Source: an optimization exercise on an open RTL-to-GDS flow (aim: small area). Production flows keep margins and buffers that such runs may drop.
The RTL was checked by simulation tests, not by an equivalence proof against the original design.
Power is estimated from default activity; no workload was simulated.

== lagoon ==
## ram_tester
module ram_tester
#(
     parameter AXI_ID           = 0
)
(
     input          clk_i
    ,input          rst_i
    ,input          cfg_awvalid_i
    ,input  [31:0]  cfg_awaddr_i
    ,input          cfg_wvalid_i
    ,input  [31:0]  cfg_wdata_i
    ,input  [3:0]   cfg_wstrb_i
    ,input          cfg_bready_i
    ,input          cfg_arvalid_i
    ,input  [31:0]  cfg_araddr_i
    ,input          cfg_rready_i
    ,input          outport_awready_i
    ,input          outport_wready_i
    ,input          outport_bvalid_i
    ,input  [1:0]   outport_bresp_i
    ,input  [3:0]   outport_bid_i
    ,input          outport_arready_i
    ,input          outport_rvalid_i
    ,input  [31:0]  outport_rdata_i
    ,input  [1:0]   outport_rresp_i
    ,input  [3:0]   outport_rid_i
    ,input          outport_rlast_i
    ,output         cfg_awready_o
    ,output         cfg_wready_o
    ,output         cfg_bvalid_o
    ,output [1:0]   cfg_bresp_o
    ,output         cfg_arready_o
    ,output         cfg_rvalid_o
    ,output [31:0]  cfg_rdata_o
    ,output [1:0]   cfg_rresp_o
    ,output         outport_awvalid_o
    ,output [31:0]  outport_awaddr_o
    ,output [3:0]   outport_awid_o
    ,output [7:0]   outport_awlen_o
    ,output [1:0]   outport_awburst_o
    ,output         outport_wvalid_o
    ,output [31:0]  outport_wdata_o
    ,output [3:0]   outport_wstrb_o
    ,output         outport_wlast_o
    ,output         outport_bready_o
    ,output         outport_arvalid_o
    ,output [31:0]  outport_araddr_o
    ,output [3:0]   outport_arid_o
    ,output [7:0]   outport_arlen_o
    ,output [1:0]   outport_arburst_o
    ,output         outport_rready_o
);
==> flow/config.mk <==
export PLATFORM = sky130hd
export DESIGN_NAME = ram_tester
export DESIGN_NICKNAME = ram_tester
export VERILOG_FILES = /design/flow/design.v
export SDC_FILE = /design/flow/constraint.sdc
export NUM_CORES = 4
export LEC_CHECK = 0
export CAP_MARGIN = 20
export CORE_MARGIN = 2
export CORE_UTILIZATION = 70
export SLEW_MARGIN = 20
==> flow/constraint.sdc <==
create_clock -name core_clock -period 10.0 [get_ports {clk_i}]
set_input_delay 2.0000 -clock core_clock [delete_from_list [all_inputs] [get_ports {clk_i}]]
set_output_delay 2.0000 -clock core_clock [all_outputs]
set_load 0.01 [all_outputs]
standard.sh (not shown) runs the stock make flow with config.mk's settings and CLKGATE_MAP_FILE= SYNTH_SCRIPT=/design/flow/synth_recipe.tcl, a recipe that flattens the netlist after the stock synthesis.
==> flow/flow/run.sh <==
#!/bin/bash
# The standard layout (standard.sh: the standard flow's synthesis and ORFS flow), with
# these changes to how the layout is made:
#  - synthesis is synth_recipe.tcl with ABC's script swapped for
#    flow/abc.script (flow/synth.tcl);
#  - port buffers are sky130_fd_sc_hd__buf_1 (every port still gets one);
#  - CTS builds the tree from clkbuf_8 (clusters of at most 16 sinks within
#    60 um) and inserts no dummy loads;
#  - floorplan keeps synthesis's single tie-hi/tie-lo cell for the constant
#    outputs instead of one per load (SKIP_REPAIR_TIE_FANOUT).
# ORFS writes each step's full log under orfs/logs/; the make output goes to
# standard.log in this folder.
set -euo pipefail
export FLOW_WORK="$PWD"
export FLOW_ABC_SCRIPT="$PWD/flow/abc.script"
export BUFFER_PORTS_ARGS="-buffer_cell sky130_fd_sc_hd__buf_1"
export SKIP_REPAIR_TIE_FANOUT=1
export CTS_ARGS="-sink_clustering_enable -repair_clock_nets -dont_use_dummy_load -buf_list sky130_fd_sc_hd__clkbuf_8 -sink_clustering_size 16 -sink_clustering_max_diameter 60"
sed "s#SYNTH_SCRIPT=[^ ]*synth_recipe\.tcl#SYNTH_SCRIPT=$PWD/flow/synth.tcl#" standard.sh > standard_abc.sh
grep -q "SYNTH_SCRIPT=$PWD/flow/synth.tcl" standard_abc.sh
bash standard_abc.sh > standard.log 2>&1
grep -q "flow: ABC script" orfs/logs/*/ram_tester/base/1_2_yosys.log
==> flow/flow/abc.script <==
&get -n
&st
&dch
&nf
&st
&syn2
&dch
&nf
&st
&dch
&nf
&put
buffer -c
topo
stime -c
upsize -c
dnsize -c
==> flow/flow/synth.tcl <==
# synth_recipe.tcl unchanged, except that ABC maps the logic with
# flow/abc.script (registers are mapped by dfflibmap before ABC runs, so
# they are the standard synthesis's).
trace add variable ::abc_args write flow_abc_script
proc flow_abc_script {args} {
  trace remove variable ::abc_args write flow_abc_script
  set i [lsearch -exact $::abc_args -script]
  lset ::abc_args [expr {$i + 1}] $::env(FLOW_ABC_SCRIPT)
  puts "flow: ABC script $::env(FLOW_ABC_SCRIPT)"
}
source $::env(FLOW_WORK)/synth_recipe.tcl
lagoon: no failed stages, no open violations at the end
## Diff of input files: zinc against lagoon
==> flow/flow/abc.script <==
&get -n
&st
&dch
&nf -R 1000
&st
&syn2
&dch
&nf -R 1000
&st
&dch
&nf -R 1000
&st
&dch
&nf -R 1000
&put
buffer -c
topo
stime -c
upsize -c
dnsize -c
Notes after the runs:
Summary: summed instance area of the synthesized netlist, zinc better than lagoon
Higher critical path depth was reported by zinc, not lagoon.
Via count delta (zinc − lagoon): favourable
Summary: with lagoon as the reference, cell count of the worst reg-to-reg path in zinc moved up by a few percent.
In zinc, the layout cell share with drive strength beyond 1 came out 0.80 points below the value in lagoon.
Looking at global routing usage summed across all routing layers across zinc and lagoon, the one that comes out higher is lagoon.
In zinc, the effective utilization at floorplan came out 0.59 points below the value in lagoon.
zinc against lagoon: logic gate share of total power saw a decrease; total power saw a decrease; final setup slack of the worst path saw a decrease; number of cells produced by synthesis saw a decrease.

-- what the ideal ports hide --
In the flow no input, the clock included, has a driving cell. The finished layouts below were timed again as built, in two steps. Step 1, drivers: a clkbuf_16 drives clk_i and a buf_2 each remaining input, both assumed. Step 2, shift: input delay + t, output delay - t, t = (earliest + latest rising clock arrival at the registers) / 2. This alone moves slack from input paths to output paths. Slacks: ideal ports / drivers / drivers and shift; pairs: ideal ports / drivers.
run	t, ns	setup slack, ns	clock arrival spread, ns	slew at the worst register clock pin (ns)
lagoon	0.593	1.481 / 1.508 / 0.915	0.087 / 0.086	0.11 / 0.11
zinc	0.597	1.150 / 1.180 / 0.584	0.056 / 0.057	0.10 / 0.10
After both steps setup and hold are still met in every run listed.
